This is an optimization exercise on Yosys and OpenROAD, whose aim is small area, a short achievable clock period and few clock cycles, not a production implementation.
No functional check of the RTL was part of any run shown here.
Power and IR drop assume default switching activity.

File: flow/config.mk
export PLATFORM = sky130hd
export DESIGN_NAME = ariscv
export DESIGN_NICKNAME = ariscv
export VERILOG_FILES = /design/flow/design.v
export SDC_FILE = /design/flow/constraint.sdc
export NUM_CORES = 8
export LEC_CHECK = 0
export CAP_MARGIN = 35
export CORE_MARGIN = 2
export CORE_UTILIZATION = 40
export SLEW_MARGIN = 35
export SYNTH_HIERARCHICAL = 1
export SYNTH_MINIMUM_KEEP_SIZE = 0
File: flow/constraint.sdc
create_clock -name core_clock -period 11.0 [get_ports {clk}]
set_input_delay 2.2000 -clock core_clock [delete_from_list [all_inputs] [get_ports {clk}]]
set_output_delay 2.2000 -clock core_clock [all_outputs]
set_load 0.01 [all_outputs]
File: flow/design.v
module alu (
   input  logic [31:0]  i_a,
   input  logic [31:0]  i_b,
   input  logic         i_sub,       
   input  logic         i_arith,     
   input  logic         i_sel_srx,   
   input  logic         i_sel_sll,   
   input  logic         i_sel_xor,
   input  logic         i_sel_or,
   input  logic         i_sel_and,
   input  logic         i_sel_lt,
   input  logic         i_sel_ltu,
   input  logic         i_sel_b,
   output logic [31:0]  o_rest,
   output logic [31:0]  o_sum,
   output logic         o_lt,
   output logic         o_ltu,
   output logic         o_eq         
);
   logic [32:0] sum;
   logic [31:0] shl, shr, x;
   add_sk #(.W(32)) uu_add (.i_a(i_a), .i_b(i_b), .i_cin(i_sub), .o_sum(sum[31:0]), .o_cout(sum[32]));
   assign o_sum = sum[31:0];
   assign o_ltu = ~sum[32];
   assign o_lt  = (i_a[31] ^ ~i_b[31]) ? i_a[31] : sum[31];
   assign x     = i_a ^ i_b;
   assign o_eq  = &x;
   assign shr = 32'($signed({i_arith & i_a[31], i_a}) >>> i_b[4:0]);
   always_comb begin
      for (int i = 0; i < 32; i++) shl[i] = shr[31-i];
   end
   assign o_rest   = ({32{i_sel_srx}} & shr)
                   | ({32{i_sel_sll}} & shl)
                   | ({32{i_sel_xor}} & x)
                   | ({32{i_sel_or}}  & (i_a | i_b))
                   | ({32{i_sel_and}} & (i_a & i_b))
                   | ({32{i_sel_b}}   & i_b)
                   | {31'd0, (i_sel_lt & o_lt) | (i_sel_ltu & o_ltu)};
endmodule
module add_sk #(
   parameter W = 32
)(
   input  logic [W-1:0]  i_a,
   input  logic [W-1:0]  i_b,
   input  logic          i_cin,
   output logic [W-1:0]  o_sum,
   output logic          o_cout
);
   logic [W:0] g0, p0, G, P;
   assign g0 = {i_a & i_b, i_cin};
   assign p0 = {i_a ^ i_b, 1'b0};
   always_comb begin
      G = g0;
      P = p0;
      for (int l = 0; (1 << l) <= W; l++) begin
         for (int i = W; i >= 0; i--) begin
            if ((i >> l) & 1) begin
               G[i] = G[i] | (P[i] & G[((i >> l) << l) - 1]);
               P[i] = P[i] & P[((i >> l) << l) - 1];
            end
         end
      end
   end
   sum_xor #(.W(W)) uu_sum (.i_p(p0[W:1]), .i_c(G[W-1:0]), .o_s(o_sum));
   assign o_cout = G[W];
endmodule
module sum_xor #(
   parameter W = 32
)(
   input  logic [W-1:0]  i_p,
   input  logic [W-1:0]  i_c,
   output logic [W-1:0]  o_s
);
   assign o_s = i_p ^ i_c;
endmodule
module rf_sel31 (
   input  logic [31:1]  i_d,
   input  logic [31:1]  i_sel,
   output logic         o_y
);
   assign o_y = |(i_d & i_sel);
endmodule
module reg_file (
   input  logic         clk,
   input  logic         i_wr_en,
   input  logic [4:0]   i_wr_addr,
   input  logic [31:0]  i_wr_dt,
   input  logic [31:1]  i_rd1_sel,
   input  logic [31:1]  i_rd2_sel,
   output logic [31:0]  o_rd_dt_1,
   output logic [31:0]  o_rd_dt_2
);
   logic [31:0] regs [1:31];
   always_ff @(posedge clk) begin
      if (i_wr_en) regs[i_wr_addr] <= i_wr_dt;
   end
   for (genvar b = 0; b < 32; b++) begin : g_bit
      logic [31:1] col;
      for (genvar i = 1; i < 32; i++) begin : g_reg
         assign col[i] = regs[i][b];
      end
      rf_sel31 uu_rd1 (.i_d(col), .i_sel(i_rd1_sel), .o_y(o_rd_dt_1[b]));
      rf_sel31 uu_rd2 (.i_d(col), .i_sel(i_rd2_sel), .o_y(o_rd_dt_2[b]));
   end
endmodule
module res_sel (
   input  logic [31:0]  i_sum,
   input  logic         i_sel,
   input  logic [31:0]  i_rest,
   output logic [31:0]  o_y
);
   assign o_y = ({32{i_sel}} & i_sum) | i_rest;
endmodule
module fwd_sel (
   input  logic         i_fwd,
   input  logic         i_inv,
   input  logic         i_rev,
   input  logic [31:0]  i_sum,
   input  logic         i_sel,
   input  logic [31:0]  i_rest,
   input  logic [31:0]  i_other,
   output logic [31:0]  o_y
);
   logic [31:0] v, r;
   assign v = {32{i_inv}} ^ (i_fwd ? (({32{i_sel}} & i_sum) | i_rest) : i_other);
   always_comb begin
      for (int i = 0; i < 32; i++) r[i] = v[31-i];
   end
   assign o_y = i_rev ? r : v;
endmodule
module ariscv #(
   parameter NBW_ACLK      = 6,
   parameter NBW_INST      = 32,
   parameter NBW_REGISTER  = 32,
   parameter NBW_ADDR      = 5,
   parameter NBW_PC        = 32
)(
   input  logic                        clk,
   input  logic                        rst_async_n,
   input  logic [NBW_INST-1:0]         i_inst,
   output logic [NBW_PC-1:0]           o_pc,
   output logic [NBW_REGISTER-1:0]     o_writeData,
   output logic [NBW_REGISTER-1:0]     o_writeAddr,
   output logic                        o_memWrite,
   output logic [2:0]                  o_writeWidth,
   input  logic [NBW_REGISTER-1:0]     i_readData
);
   localparam logic [4:0] OP_LOAD = 5'b00000, OP_STORE = 5'b01000, OP_BRANCH = 5'b11000,
                          OP_JALR = 5'b11001, OP_JAL   = 5'b11011, OP_OPIMM  = 5'b00100,
                          OP_OP   = 5'b01100, OP_AUIPC = 5'b00101, OP_LUI    = 5'b01101;
   logic          x_redirect;
   logic [31:0]   x_sum, x_rest;
   logic          x_sel_sum;
   logic [11:2]   x_target;
   logic          d_replay;
   logic [11:2]   pc_q;
   logic [4:0]    f_op;
   logic          f_jal, f_br, f_pred, f_auipc, f_rs2;
   logic [11:2]   f_tj, f_tb, f_target;
   logic [12:2]   f_pc4;
   logic [12:2]   f_alt;
   assign o_pc = {20'd0, pc_q, 2'b00};
   assign f_op    = i_inst[6:2];
   assign f_jal   = (f_op == OP_JAL);
   assign f_br    = (f_op == OP_BRANCH) & (i_inst[31] | i_inst[12]);
   assign f_pred  = f_jal | f_br;
   assign f_auipc = (f_op == OP_AUIPC);
   assign f_rs2   = (f_op == OP_OP) | (f_op == OP_BRANCH) | (f_op == OP_STORE);
   add_sk #(.W(10)) uu_tj (.i_a(pc_q), .i_b({i_inst[20], i_inst[30:22]}), .i_cin(1'b0), .o_sum(f_tj), .o_cout());
   add_sk #(.W(10)) uu_tb (.i_a(pc_q), .i_b({i_inst[7], i_inst[30:25], i_inst[11:9]}), .i_cin(1'b0), .o_sum(f_tb), .o_cout());
   assign f_target = f_jal ? f_tj : f_tb;
   assign f_pc4   = {1'b0, pc_q} + 11'd1;
   assign f_alt   = (f_auipc | (f_op == OP_LOAD) | (f_op == OP_STORE)) ? {1'b0, pc_q} : (f_pred | (f_op != OP_BRANCH)) ? f_pc4 : {1'b0, f_tb};
   always_ff @(posedge clk or negedge rst_async_n) begin
      if (!rst_async_n)    pc_q <= '0;
      else if (x_redirect) pc_q <= x_target;
      else if (d_replay)    pc_q <= d_alt[11:2];
      else if (f_jal)      pc_q <= f_tj;
      else if (f_br)       pc_q <= f_tb;
      else                 pc_q <= f_pc4[11:2];
   end
   logic          d_valid;
   logic [31:0]   d_ir;
   logic          d_pred;
   logic [12:2]   d_alt;
   logic          d_useimm, d_mem, d_wen, d_opx, d_load, d_store, d_branch, d_jalr, d_link, d_upper;
   logic [1:0]    d_immsel;
   logic [31:1]   d_rs1_sel, d_rs2_sel;
   always_ff @(posedge clk or negedge rst_async_n) begin
      if (!rst_async_n)  d_valid <= 1'b0;
      else               d_valid <= ~x_redirect & ~d_replay;
   end
   always_ff @(posedge clk) begin
      d_ir   <= i_inst;
      d_pred <= f_pred;
      d_alt  <= f_alt;
      d_useimm <= ~f_rs2;
      d_mem    <= (f_op == OP_LOAD) | (f_op == OP_STORE);
      d_wen    <= (f_op != OP_STORE) & (f_op != OP_BRANCH) & (i_inst[11:7] != 5'd0);
      d_opx    <= (f_op == OP_OP) | (f_op == OP_OPIMM);
      d_load   <= (f_op == OP_LOAD);
      d_store  <= (f_op == OP_STORE);
      d_branch <= (f_op == OP_BRANCH);
      d_jalr   <= (f_op == OP_JALR);
      d_link   <= (f_op == OP_JAL) | (f_op == OP_JALR);
      d_upper  <= (f_op == OP_LUI) | (f_op == OP_AUIPC);
      d_immsel <= (f_op == OP_STORE) ? 2'd1 : (f_op == OP_LUI) ? 2'd2 : f_auipc ? 2'd3 : 2'd0;
      for (int i = 1; i < 32; i++) begin
         d_rs1_sel[i] <= (i_inst[19:15] == 5'(i));
         d_rs2_sel[i] <= (i_inst[24:20] == 5'(i)) & f_rs2;
      end
   end
   logic [2:0]    d_f3;
   logic [4:0]    d_rs1, d_rs2, d_rd;
   logic [31:0]   d_imm;
   logic [31:0]   d_rd1, d_rd2;
   assign d_f3  = d_ir[14:12];
   assign d_rs1 = d_ir[19:15];
   assign d_rs2 = d_ir[24:20];
   assign d_rd  = d_ir[11:7];
   always_comb begin
      case (d_immsel)
         2'd1:    d_imm = {{20{d_ir[31]}}, d_ir[31:25], d_ir[11:7]};
         2'd2:    d_imm = {d_ir[31:12], 12'd0};
         2'd3:    d_imm = {d_ir[31:12], d_alt[11:2], 2'b00};
         default: d_imm = {{20{d_ir[31]}}, d_ir[31:20]};
      endcase
   end
   logic          d_sub;
   assign d_sub = d_branch | (d_opx & (d_f3[2:1] == 2'b01)) |
                  (~d_useimm & d_opx & (d_f3 == 3'd0) & d_ir[30]);
   logic          x_valid, x_wen;
   logic [4:0]    x_rd;
   logic [31:0]   x_result;
   logic          x_we;
   logic          fwd_a, fwd_b;
   assign x_we  = x_valid & x_wen;
   assign fwd_a = x_we & (x_rd == d_rs1);
   assign fwd_b = x_we & (x_rd == d_rs2) & ~d_useimm;
   logic          w_we;
   logic [4:0]    w_rd;
   logic [31:0]   w_data;
   logic          fwdw_a, fwdw_b;
   assign fwdw_a = w_we & (w_rd == d_rs1);
   assign fwdw_b = w_we & (w_rd == d_rs2) & ~d_useimm;
   assign d_replay = d_valid & d_mem & fwd_a;
   reg_file uu_rf (
      .clk         (clk),
      .i_wr_en     (w_we),
      .i_wr_addr   (w_rd),
      .i_wr_dt     (w_data),
      .i_rd1_sel   (d_rs1_sel),
      .i_rd2_sel   (d_rs2_sel),
      .o_rd_dt_1   (d_rd1),
      .o_rd_dt_2   (d_rd2)
   );
   logic [11:0]   d_addr;
   add_sk #(.W(12)) uu_addr (.i_a(fwdw_a ? w_data[11:0] : d_rd1[11:0]), .i_b(d_imm[11:0]), .i_cin(1'b0), .o_sum(d_addr), .o_cout());
   logic [31:0]   d_a, d_b;
   logic          d_sll;
   assign d_sll = d_opx & (d_f3 == 3'd1);
   fwd_sel uu_fwd_a (.i_fwd(fwd_a), .i_inv(1'b0), .i_rev(d_sll), .i_sum(x_sum), .i_sel(x_sel_sum),
                     .i_rest(x_rest), .i_other(fwdw_a ? w_data : d_rd1), .o_y(d_a));
   fwd_sel uu_fwd_b (.i_fwd(fwd_b), .i_inv(d_sub), .i_rev(1'b0), .i_sum(x_sum), .i_sel(x_sel_sum),
                     .i_rest(x_rest), .i_other(fwdw_b ? w_data : (d_rd2 | ({32{d_useimm}} & d_imm))), .o_y(d_b));
   logic [31:0]   x_a, x_b;
   logic [11:0]   x_addr;
   logic [2:0]    x_f3;
   logic          x_sub, x_arith;
   logic          x_sel_srx, x_sel_sll, x_sel_xor, x_sel_or, x_sel_and, x_sel_lt, x_sel_ltu, x_sel_b;
   logic          x_load, x_store, x_branch, x_jalr, x_link;
   logic          x_pred;
   logic [12:2]   x_alt;
   always_ff @(posedge clk or negedge rst_async_n) begin
      if (!rst_async_n) x_valid <= 1'b0;
      else              x_valid <= d_valid & ~x_redirect & ~d_replay;
   end
   always_ff @(posedge clk) begin
      x_a       <= d_a;
      x_b       <= d_b;
      x_addr    <= d_addr;
      x_rd      <= d_rd;
      x_wen     <= d_wen;
      x_f3      <= d_f3;
      x_sub     <= d_sub;
      x_arith   <= d_ir[30];
      x_sel_sum <= d_opx & (d_f3 == 3'd0);
      x_sel_srx <= d_opx & (d_f3 == 3'd5);
      x_sel_sll <= d_sll;
      x_sel_xor <= d_opx & (d_f3 == 3'd4);
      x_sel_or  <= d_opx & (d_f3 == 3'd6);
      x_sel_and <= d_opx & (d_f3 == 3'd7);
      x_sel_lt  <= d_opx & (d_f3 == 3'd2);
      x_sel_ltu <= d_opx & (d_f3 == 3'd3);
      x_sel_b   <= d_upper;
      x_load    <= d_load;
      x_store   <= d_store;
      x_branch  <= d_branch;
      x_jalr    <= d_jalr;
      x_link    <= d_link;
      x_pred    <= d_pred;
      x_alt     <= d_alt;
   end
   logic [31:0]   x_alu;
   logic          x_lt, x_ltu, x_eq, x_cond, x_taken;
   alu uu_alu (
      .i_a       (x_a),
      .i_b       (x_b),
      .i_sub     (x_sub),
      .i_arith   (x_arith),
      .i_sel_srx (x_sel_srx),
      .i_sel_sll (x_sel_sll),
      .i_sel_xor (x_sel_xor),
      .i_sel_or  (x_sel_or),
      .i_sel_and (x_sel_and),
      .i_sel_lt  (x_sel_lt),
      .i_sel_ltu (x_sel_ltu),
      .i_sel_b   (x_sel_b),
      .o_rest    (x_alu),
      .o_sum     (x_sum),
      .o_lt      (x_lt),
      .o_ltu     (x_ltu),
      .o_eq      (x_eq)
   );
   always_comb begin
      case (x_f3[2:1])
         2'b00:   x_cond = x_eq;
         2'b10:   x_cond = x_lt;
         default: x_cond = x_ltu;
      endcase
   end
   assign x_taken = x_cond ^ x_f3[0];
   assign x_redirect = x_valid & (x_jalr | (x_branch & (x_taken ^ x_pred)));
   assign x_target   = x_jalr ? x_sum[11:2] : x_alt[11:2];
   assign x_rest = x_load ? i_readData : (x_alu | {19'd0, {11{x_link}} & x_alt, 2'b00});
   res_sel uu_res (.i_sum(x_sum), .i_sel(x_sel_sum), .i_rest(x_rest), .o_y(x_result));
   always_ff @(posedge clk or negedge rst_async_n) begin
      if (!rst_async_n) w_we <= 1'b0;
      else              w_we <= x_we;
   end
   always_ff @(posedge clk) begin
      w_rd   <= x_rd;
      w_data <= x_result;
   end
   assign o_writeAddr  = {20'd0, x_addr};
   assign o_writeData  = x_b;
   assign o_writeWidth = x_f3;
   assign o_memWrite   = x_valid & x_store;
endmodule
File: flow/flow/run.sh
#!/bin/bash
# The standard layout (standard.sh: its synthesis and ORFS steps, its SDC),
# with these changes to how the layout is made:
#  - the resizer is asked for more setup slack than the 11 ns clock needs;
#  - no gate cloning in timing repair (clones added after the last design
#    repair could leave slew violations);
#  - CTS without dummy loads, with larger sink clusters;
#  - ports buffered with buf_2 instead of the default delay buffer.
# ORFS writes each step's log under orfs/logs/; make's output goes to flow.log.
set -o pipefail
bash standard.sh SETUP_SLACK_MARGIN=7 SKIP_GATE_CLONING=1 \
  "CTS_ARGS=-sink_clustering_enable -repair_clock_nets -dont_use_dummy_load -sink_clustering_size 25 -sink_clustering_max_diameter 100 -buf_list {sky130_fd_sc_hd__clkbuf_8 sky130_fd_sc_hd__clkbuf_16}" \
  "BUFFER_PORTS_ARGS=-buffer_cell sky130_fd_sc_hd__buf_2" \
  finish > flow.log 2>&1
File: flow/standard.sh
#!/bin/bash
# synth_recipe.tcl (not shown) runs the flow's synth.tcl, then flattens the netlist and writes it again
# the make line also repeats each setting of config.mk as NAME=value (left out here)
make -C /OpenROAD-flow-scripts/flow DESIGN_CONFIG=/design/flow/config.mk WORK_HOME=/design/flow/orfs CLKGATE_MAP_FILE= SYNTH_SCRIPT=/design/flow/synth_recipe.tcl "${@:-finish}"
==> results of run 1 <==
[power by group through the flow]
| stage | Combinational, µW | Clock [µW] | Sequential [µW] |
|---|---|---|---|
| 2_1_floorplan | 1330 | 0 | 5700 |
| 3_3_place_gp | 2140 | 0 | 5730 |
| 3_5_place_dp | 2150 | 0 | 5740 |
| 4_1_cts | 2230 | 2460 | 5630 |
| 5_1_grt | 2490 | 2600 | 5670 |
| 6_report | 2360 | 2440 | 5660 |
[path summary, 6_finish.rpt]
| path | start | endpoint |
|---|---|---|
| hold / removal | d_jalr | x_jalr |
| setup reg to reg | d_rs1_sel[8] | x_addr[8] |
| hold reg to reg | d_jalr | x_jalr |
| max in group asynchronous | rst_async_n | pc_q[6] |
| min in group asynchronous | rst_async_n | pc_q[8] |
| setup / recovery | d_rs1_sel[8] | x_addr[8] |
[sequential cells by signal, summed over array words and instances, names as in the netlist, 3 cells and up]
name        cells
x_f3            3
x_addr         12
d_ir           25
x_b            32
x_alt          11
x_a            32
d_rs2_sel      31
pc_q           10
d_alt          11
uu_rf.regs    992
w_rd            5
x_rd            5
w_data         32
d_rs1_sel      31
[cells in the final DEF (no fill, tap or decap), types with 12 or more instances in the layout]
cell type  instances
edfxtp_1         992
nand2_1          179
a22oi_1          775
a21o_1           128
inv_1             92
conb_1            50
a22o_1            66
diode_2           17
ha_4              20
clkbuf_16         59
mux4_2            92
a221o_1           34
o21ai_0           79
dfrtp_1           13
o22ai_1           17
buf_2            121
nor2_1           138
nor2_4            35
a221oi_2          66
dfxtp_2           37
a221oi_1          13
mux2i_1           32
buf_6             14
nand3_1          148
buf_4            144
nor3_1            28
a222oi_1          65
nand4_1          145
or4_1             66
xor2_1           137
dfxtp_1          216
nand2b_1          16
a21oi_1          122
mux2_2            73
and3_1            13
ha_1             107
a31oi_1           12
[worst max-delay path: cells and delay by family, from the launching register on]
| family | cells | cell delay (ns) |
|---|---|---|
| flops | 1 | 0.32 |
| compound gates | 4 | 1.00 |
| simple gates | 3 | 1.36 |
| mux | 1 | 0.35 |
| buf+inv | 1 | 0.23 |
| xor+xnor | 1 | 0.27 |
| fa+ha+maj | 1 | 0.31 |
[cell type report]
cell class	count	area, µm²
well taps	1930	2410
multi-input cells	2920	23800
diodes	17	42.5
repair buffers	288	2030
clock buffers	59	1480
inverters	95	364
fillers	13300	82100
flip-flops and latches	1266	35400
[metal layers]
layer	track usage, %	vias up	routed length [µm]
li1	-	18600	-
met1	39.9	22600	88200
met2	43.9	3100	99700
met3	8.80	537	30900
met4	15.8	52	15100
met5	0	-	330
[repair_timing]
item / 4_1_cts / 5_1_grt
setup endpoints to repair: 76 / 29
buffers inserted: 16 / 3
pin swaps: 19 / 21
resized for setup: 86 / 73
[through the flow]
stage | total power (µW) | cell area (µm²) | hold WS [ns]
2_1_floorplan | 7030 | 59600 | 0.310
3_3_place_gp | 7870 | 63000 | 0.311
3_5_place_dp | 7890 | 63100 | 0.312
4_1_cts | 10300 | 65100 | 0.335
5_1_grt | 10800 | 65500 | 0.336
6_report | 10500 | 65500 | 0.337
==> key figures, run 1 <==
Power
  – Clock share of power: 23.4%
  – Leakage: about 0.023 µW
  – Sw Ratio: between 30% and 40%
  – Maximum VDD drop: between 0.1 and 0.15 mV
  – Switching power: roughly 3300 µW
  – Power per Cell Area: approximately 160 nW/µm²
  – Comb pwr share: ~23%
  – Int Power: 7200 µW
  – Sequential cell fraction of total power: between 50% and 60%

Global routing
  – Largest net degree at the start of global routing: 91
  – GRT Total Usage: 29.9%
  – First-pass GRT wire length: around 320000 µm
  – Initial antenna violation count: between 40 and 50
  – Vias in the first global route: a little over 40000
  – Total gr overflow: 0

Placed design
  – Inst Count DP: about 6500
  – GPL Wtd Cong: 0.974
  – Buffers added on ports: around 120
  – HPWL Detailed: approximately 150000 µm
  – Pre-CTS setup slack: slightly above 6 ns

CTS
  – CTS buffer count: approximately 60
  – Hold Buf Count CTS: 0
  – CTS tree: done
  – Clock transition at path regs: around 0.10 ns
  – Clock root buffer master: clkbuf_16
  – Htree depth: 2
  – Clk Latency, worst-skew pair: around 0.78 ns
  – Clock sinks: about 1300
  – CTS max path bufs: 3

Route
  – Via count: between 40000 and 50000
  – Drt pass-1 iters: 10
  – DRT Wirelength: roughly 230000 µm
  – Drt drc: 0
  – WL per Instance: about 36 µm
  – Detail Route Antenna Nets: 0
  – DR vias/cell: a little under 7
  – Drt initial violations: about 7600

Final layout
  – NumNets Final: about 4800
  – Post-route core utilization: between 40% and 50%
  – Ratio of cells with drive above 1 in the final layout: about 17%
  – Fin cells: approximately 6600
  – P&R area growth vs syn: 10.3%

Setup path
  – Crit Path Category: flop to flop
  – Slowest CP cell: or4_4
  – Crit-path max FO: 32
  – Worst Path Arrival: ~4.7 ns
  – Slowest stage delay, CP: a little over 0.7 ns
  – FF-to-FF setup slack: between 6 and 7 ns
  – Critical Path Start Type: flop
  – Crit. End Element: flop
  – R2r worst-path depth: 11
  – Worst path required time: roughly 12 ns
  – Critical path, cell by cell: buf_6 > a22oi_2 > nand4_1 > or4_4 > mux2_4 > ha_4 > nand3_1 > o22ai_2 > a41o_1 > a21o_1 > xor2_4

Timing
  – Slew Viols, Final: 0
  – Worst Skew: 0.130 ns
  – Fin worst setup slack: 6.97 ns
  – Fmax: 248 MHz
  – Hold Fails Final Rpt: 0
  – Slew @ Worst Pin: 0.996 ns
  – Setup violations, final: 0
  – Min Tclk post-route: just over 4 ns
  – Setup TNS: 0 ns
  – RSZ-0062 raised after global routing: yes
  – Relative slew slack: 32.9%
  – Fin crit share: a little under two fifths

Floorplanning
  – Core area: ~150000 µm²
  – Chip width: between 300 and 400 µm
  – DIE HEIGHT: between 300 and 400 µm
  – Die area: between 150000 and 200000 µm²
  – Initial Util: approximately two fifths
  – IO Pins: about 170
  – # rows: 141

Min path
  – Worst Hold Class: flop to flop
  – Hold path depth: 0

Status
  – Status: timing/DRC/antenna clean

Yosys
  – Synth Warn #: 13
  – Mapped Area: a little under 60000 µm²
  – Syn Inst Count: approximately 4400
  – Mean Syn Cell Area: 13.5 µm²

Run
  – Max-Cap Viols: 0
==> run 2, diff against run 1 <==
--- a/flow/design.v
+++ b/flow/design.v
@@ -74,4 +74,29 @@
    assign o_s = i_p ^ i_c;
 endmodule
+module cmp_lt (
+   input  logic [31:0]  i_a,
+   input  logic [31:0]  i_b,
+   input  logic         i_cin,
+   output logic         o_ltu,
+   output logic         o_lt
+);
+   logic [31:0] g, p;
+   logic        c31;
+   always_comb begin
+      g = {i_a[30:0] & i_b[30:0], i_cin};
+      p = {i_a[30:0] | i_b[30:0], 1'b0};
+      for (int l = 1; l < 32; l = l * 2) begin
+         for (int i = 31; i >= 0; i--) begin
+            if ((i % (2 * l)) == (2 * l - 1)) begin
+               g[i] = g[i] | (p[i] & g[i-l]);
+               p[i] = p[i] & p[i-l];
+            end
+         end
+      end
+      c31 = g[31];
+   end
+   assign o_ltu = ~((i_a[31] & i_b[31]) | ((i_a[31] | i_b[31]) & c31));
+   assign o_lt  = ~((~i_a[31] & ~i_b[31]) | ((~i_a[31] | ~i_b[31]) & c31));
+endmodule
 module rf_sel31 (
    input  logic [31:1]  i_d,
@@ -153,5 +178,5 @@
    logic          x_sel_sum;
    logic [11:2]   x_target;
-   logic          d_replay;
+   logic          d_replay, d_fix, d_redir;
    logic [11:2]   pc_q;
    logic [4:0]    f_op;
@@ -175,5 +200,5 @@
       if (!rst_async_n)    pc_q <= '0;
       else if (x_redirect) pc_q <= x_target;
-      else if (d_replay)    pc_q <= d_alt[11:2];
+      else if (d_redir)    pc_q <= d_alt[11:2];
       else if (f_jal)      pc_q <= f_tj;
       else if (f_br)       pc_q <= f_tb;
@@ -189,5 +214,5 @@
    always_ff @(posedge clk or negedge rst_async_n) begin
       if (!rst_async_n)  d_valid <= 1'b0;
-      else               d_valid <= ~x_redirect & ~d_replay;
+      else               d_valid <= ~x_redirect & ~d_redir;
    end
    always_ff @(posedge clk) begin
@@ -238,16 +263,22 @@
    assign fwd_a = x_we & (x_rd == d_rs1);
    assign fwd_b = x_we & (x_rd == d_rs2) & ~d_useimm;
-   logic          w_we;
-   logic [4:0]    w_rd;
-   logic [31:0]   w_data;
-   logic          fwdw_a, fwdw_b;
-   assign fwdw_a = w_we & (w_rd == d_rs1);
-   assign fwdw_b = w_we & (w_rd == d_rs2) & ~d_useimm;
    assign d_replay = d_valid & d_mem & fwd_a;
+   logic          d_eq, d_lt, d_ltu, d_cond;
+   assign d_eq = ~|(d_rd1 ^ d_rd2);
+   cmp_lt uu_dcmp (.i_a(d_rd1), .i_b(~d_rd2), .i_cin(1'b1), .o_ltu(d_ltu), .o_lt(d_lt));
+   always_comb begin
+      case (d_f3[2:1])
+         2'b00:   d_cond = d_eq;
+         2'b10:   d_cond = d_lt;
+         default: d_cond = d_ltu;
+      endcase
+   end
+   assign d_fix   = d_valid & d_branch & ~fwd_a & ~fwd_b & (d_cond ^ d_f3[0] ^ d_pred);
+   assign d_redir = d_replay | d_fix;
    reg_file uu_rf (
       .clk         (clk),
-      .i_wr_en     (w_we),
-      .i_wr_addr   (w_rd),
-      .i_wr_dt     (w_data),
+      .i_wr_en     (x_we),
+      .i_wr_addr   (x_rd),
+      .i_wr_dt     (x_result),
       .i_rd1_sel   (d_rs1_sel),
       .i_rd2_sel   (d_rs2_sel),
@@ -256,12 +287,12 @@
    );
    logic [11:0]   d_addr;
-   add_sk #(.W(12)) uu_addr (.i_a(fwdw_a ? w_data[11:0] : d_rd1[11:0]), .i_b(d_imm[11:0]), .i_cin(1'b0), .o_sum(d_addr), .o_cout());
+   add_sk #(.W(12)) uu_addr (.i_a(d_rd1[11:0]), .i_b(d_imm[11:0]), .i_cin(1'b0), .o_sum(d_addr), .o_cout());
    logic [31:0]   d_a, d_b;
    logic          d_sll;
    assign d_sll = d_opx & (d_f3 == 3'd1);
    fwd_sel uu_fwd_a (.i_fwd(fwd_a), .i_inv(1'b0), .i_rev(d_sll), .i_sum(x_sum), .i_sel(x_sel_sum),
-                     .i_rest(x_rest), .i_other(fwdw_a ? w_data : d_rd1), .o_y(d_a));
+                     .i_rest(x_rest), .i_other(d_rd1), .o_y(d_a));
    fwd_sel uu_fwd_b (.i_fwd(fwd_b), .i_inv(d_sub), .i_rev(1'b0), .i_sum(x_sum), .i_sel(x_sel_sum),
-                     .i_rest(x_rest), .i_other(fwdw_b ? w_data : (d_rd2 | ({32{d_useimm}} & d_imm))), .o_y(d_b));
+                     .i_rest(x_rest), .i_other(d_rd2 | ({32{d_useimm}} & d_imm)), .o_y(d_b));
    logic [31:0]   x_a, x_b;
    logic [11:0]   x_addr;
@@ -299,5 +330,5 @@
       x_jalr    <= d_jalr;
       x_link    <= d_link;
-      x_pred    <= d_pred;
+      x_pred    <= d_pred ^ d_fix;
       x_alt     <= d_alt;
    end
@@ -335,12 +366,4 @@
    assign x_rest = x_load ? i_readData : (x_alu | {19'd0, {11{x_link}} & x_alt, 2'b00});
    res_sel uu_res (.i_sum(x_sum), .i_sel(x_sel_sum), .i_rest(x_rest), .o_y(x_result));
-   always_ff @(posedge clk or negedge rst_async_n) begin
-      if (!rst_async_n) w_we <= 1'b0;
-      else              w_we <= x_we;
-   end
-   always_ff @(posedge clk) begin
-      w_rd   <= x_rd;
-      w_data <= x_result;
-   end
    assign o_writeAddr  = {20'd0, x_addr};
    assign o_writeData  = x_b;
==> run 2 against run 1 <==
Still clean. Synthesized area shrank 0.95%. Maximum frequency shrank 12%. Critical path depth increased by 9. Utilization is 0.49 points higher. Combinational power about the same. Sequential cell count decreased by 38. Die area is 0.94% lower. Clock power down 2%. Wire length is 2.9% lower. Largest cell class unchanged.
==> key figures, run 2 <==
Status
  – Status: timing/DRC/antenna clean

Power
  – Int Power: 7090 µW (-1.6%)
  – Sequential cell fraction of total power: 53.6% (-0.5 points)
  – Maximum VDD drop: 0.132 mV (-6.3%)
  – Overall power: 10300 µW (-1.9%)
  – Comb pwr share: 23.3% (+0.8 points)
  – Clock share of power: 23.1% (-0.3 points)
  – Switching power: 3180 µW (-2.4%)
  – Power per Cell Area: 157 nW/µm² (-1.8%)
  – Sw Ratio: 31.0% (-0.18 points)
  – Leakage: 0.0235 µW (+1.0%)

Route
  – DR vias/cell: 6.83 (+0.12%)
  – Drt initial violations: 7148 (-5.5%)
  – Drt drc: 0 (unchanged)
  – Drt pass-1 iters: 8 (-2)
  – WL per Instance: 34.4 µm (-3.4%)
  – Via count: 45100 (+0.61%)
  – Detail Route Antenna Nets: 0 (unchanged)
  – DRT Wirelength: 227000 µm (-2.9%)

Final layout
  – Design Area, Final: 65500 µm² (about the same)
  – Ratio of cells with drive above 1 in the final layout: 18.3% (+1.5 points)
  – Max reg flops: 992 (unchanged)
  – Most common cell after layout, fill and taps aside: edfxtp_1
  – NumNets Final: 4885 (+1.2%)
  – Top Registers: uu_rf.regs (992), x_a (32), x_b (32)
  – P&R area growth vs syn: 11.2%
  – Reg with most FFs: uu_rf.regs
  – Most frequent cells in the layout: edfxtp_1, a22oi_1, nand2_1, dfxtp_1, xor2_1
  – Post-route core utilization: 44.9% (+0.49 points)
  – Fill count: 13200 (-0.94%)

Timing
  – Fin crit share: 41.8% (+5.1 points)
  – Fmax: 217 MHz (-12%)
  – WHS: 0.324 ns (-0.0128 ns)
  – Min Tclk post-route: 4.60 ns (+0.566 ns)
  – Setup TNS: 0 ns (unchanged)
  – Slew @ Worst Pin: 0.959 ns (-0.0367 ns)
  – Hold Fails Final Rpt: 0 (unchanged)
  – Worst Skew: 0.127 ns (-0.00258 ns)
  – Setup violations, final: 0 (unchanged)
  – Relative slew slack: 35.8% (+2.9 points)
  – Slew Viols, Final: 0 (unchanged)
  – RSZ-0062 raised after global routing: yes

Floorplanning
  – # rows: 140 (-0.71%)
  – Die area: 150000 µm² (-0.94%)
  – Chip width: 388 µm (-0.47%)
  – Core area: 146000 µm² (-1.2%)
  – IO Pins: 166 (unchanged)
  – DIE HEIGHT: 388 µm (-0.47%)
  – Initial Util: 40.3% (+0.094 points)

Global routing
  – Most Crowded Layer GR: met2
  – Met1 GRT Util: 38.1% (-1.8 points)
  – Total gr overflow: 0 (unchanged)
  – Met2 Usage GRT: 43.9% (about the same)
  – M3 GR Usage: 6.86% (-1.9 points)
  – GRT Total Usage: 29.1% (-0.77 points)
  – Largest net degree at the start of global routing: 71 (-22%)
  – Vias in the first global route: 42300 (+1.7%)
  – Initial antenna violation count: 5 (-89%)
  – First-pass GRT wire length: 315000 µm (-2.2%)

Placed design
  – GPL Wtd Cong: 0.950 (-2.5%)
  – Buffers added on ports: 121 (unchanged)
  – Placed Area: 62400 µm² (-1.1%)
  – HPWL Detailed: 145000 µm (-4.1%)

Yosys
  – Syn Inst Count: 4442 (+0.91%)
  – Synth Warn #: 14 (+1)
  – Mapped Area: 58900 µm² (-0.95%)
  – Mean Syn Cell Area: 13.3 µm² (-1.8%)

Setup path
  – Worst Path Arrival: 5.14 ns (+0.48 ns)
  – Crit Path Category: flop to flop
  – R2r worst-path depth: 20 (+9)
  – Critical Path Source: d_rs2_sel[9]
  – Crit Reg-Reg Endpoint: pc_q[5]
  – Worst setup path endpoint: pc_q[5]
  – Worst path required time: 11.54 ns (-0.09 ns)
  – Crit-path max FO: 32 (unchanged)
  – Critical R2R Launch: d_rs2_sel[9]
  – Crit. End Element: flop
  – FF-to-FF setup slack: 6.40 ns (-0.57 ns)
  – Critical Path Start Type: flop

CTS
  – Htree depth: 2 (unchanged)
  – Clock sinks: 1228 (-3.0%)
  – Clock root buffer master: clkbuf_16
  – Clock transition at path regs: 0.10 ns (about the same)
  – CTS buffer count: 59 (unchanged)
  – Hold Buf Count CTS: 0 (unchanged)
  – CTS tree: done
  – Clk Latency, worst-skew pair: 0.76 ns (-0.02 ns)
  – CTS max path bufs: 3 (unchanged)

Min path
  – Worst Hold Class: flop to flop

Run
  – Max-Cap Viols: 0 (unchanged)
run 2: metal layers:
metal / vias to the layer above / share of wire, %
li1: 18700 / -
met1: 22700 / 37
met2: 3105 / 44
met3: 568 / 12
met4: 8 / 7.1
met5: - / 0.054
run 2: power by group through the flow:
stage	clock network (µW)	registers (µW)	logic [µW]
after floorplan	0	5500	1370
after global placement	0	5590	2100
after detailed placement	0	5590	2120
after CTS	2410	5500	2250
after global routing	2550	5520	2520
final	2380	5500	2390
run 2: how the worst min path moves through the flow:
stage / from / endpoint / slack [ns] / cells after the start
after global routing: d_link / x_link / 0.33 / 0
final: d_link / x_link / 0.32 / 0
after detailed placement: d_store / x_store / 0.31 / 0
after global placement: d_wen / x_wen / 0.31 / 0
after floorplan: d_alt[12] / x_alt[12] / 0.31 / 0
after CTS: d_link / x_link / 0.33 / 0
run 2: repair_timing:
action / in CTS / in global routing
pin swaps: 54 / 25
hold endpoints to repair: 0 / 0
endpoints found under the setup margin: 612 / 96
gates resized for setup: 203 / 70
setup buffers: 33 / 19
run 2: final cells by class:
class | count | area [µm²] | share of cell area, %
Antenna cell | 2 | 5.00 | 0.00764
Clock buffer | 59 | 1480 | 2.25
Inverter | 135 | 532 | 0.812
Multi-Input combinational cell | 2959 | 24100 | 36.8
Sequential cell | 1228 | 34700 | 52.9
Tap cell | 1917 | 2400 | 3.66
Timing Repair Buffer | 307 | 2300 | 3.51
run 2: per-stage QoR:
stage / std cells / setup WS [ns]
6_report: 6607 / 6.40
2_1_floorplan: 4492 / 7.02
4_1_cts: 6586 / 6.55
3_5_place_dp: 6494 / 5.19
5_1_grt: 6605 / 6.32
3_3_place_gp: 6494 / 4.87
run 2: worst max-delay path: stages (launching register included):
cell and delay, ns:
dfxtp_2 0.34, buf_12 0.16, a22o_1 0.22, a221oi_2 0.18, nand3_1 0.33, or4_4 0.70
inv_1 0.12, nor2_1 0.07, nor2_1 0.22, nand3_2 0.17, a2111oi_4 0.23, nor4_2 0.08
maj3_1 0.36, nand2_1 0.07, nor2_1 0.05, a21oi_2 0.20, o31ai_4 0.16, xnor2_4 0.18
buf_12 0.16, o211ai_1 0.23, o221ai_1 0.16

## separate check: timing with driven ports
How much do the figures lean on ideal ports? The routed layouts below were timed once more, with nothing changed but the port constraints.
Step 1 (the two cells are an assumption about what drives the block):
set clk [get_ports {clk}]
set_driving_cell -lib_cell sky130_fd_sc_hd__clkbuf_16 $clk
set_driving_cell -lib_cell sky130_fd_sc_hd__buf_2 [delete_from_list [all_inputs] $clk]
Step 2 adds t to the input delays and takes it off the output delays; t is the mean of the earliest and latest rising clock arrival at the registers after step 1. Input paths then give back, and output paths get back, about the clock's delay inside the block.
Slacks: ideal ports / drivers / drivers and shift; pairs: ideal ports / drivers.
run | t (ns) | setup slack, ns | hold WS [ns] | worst setup path after step 2 | worst slew at a driven data input, ns
run 1 | 0.787 | 6.966 / 6.966 / 6.380 | 0.337 / 0.337 / 0.337 | input to register | 0.30
run 2 | 0.768 | 6.400 / 6.400 / 6.400 | 0.324 / 0.324 / 0.324 | register to register | 0.12
After both steps setup and hold are still met in every run listed. For run 1, which loses most, drivers alone change the setup slack by 0.000 ns; drivers and shift together by -0.586 ns.
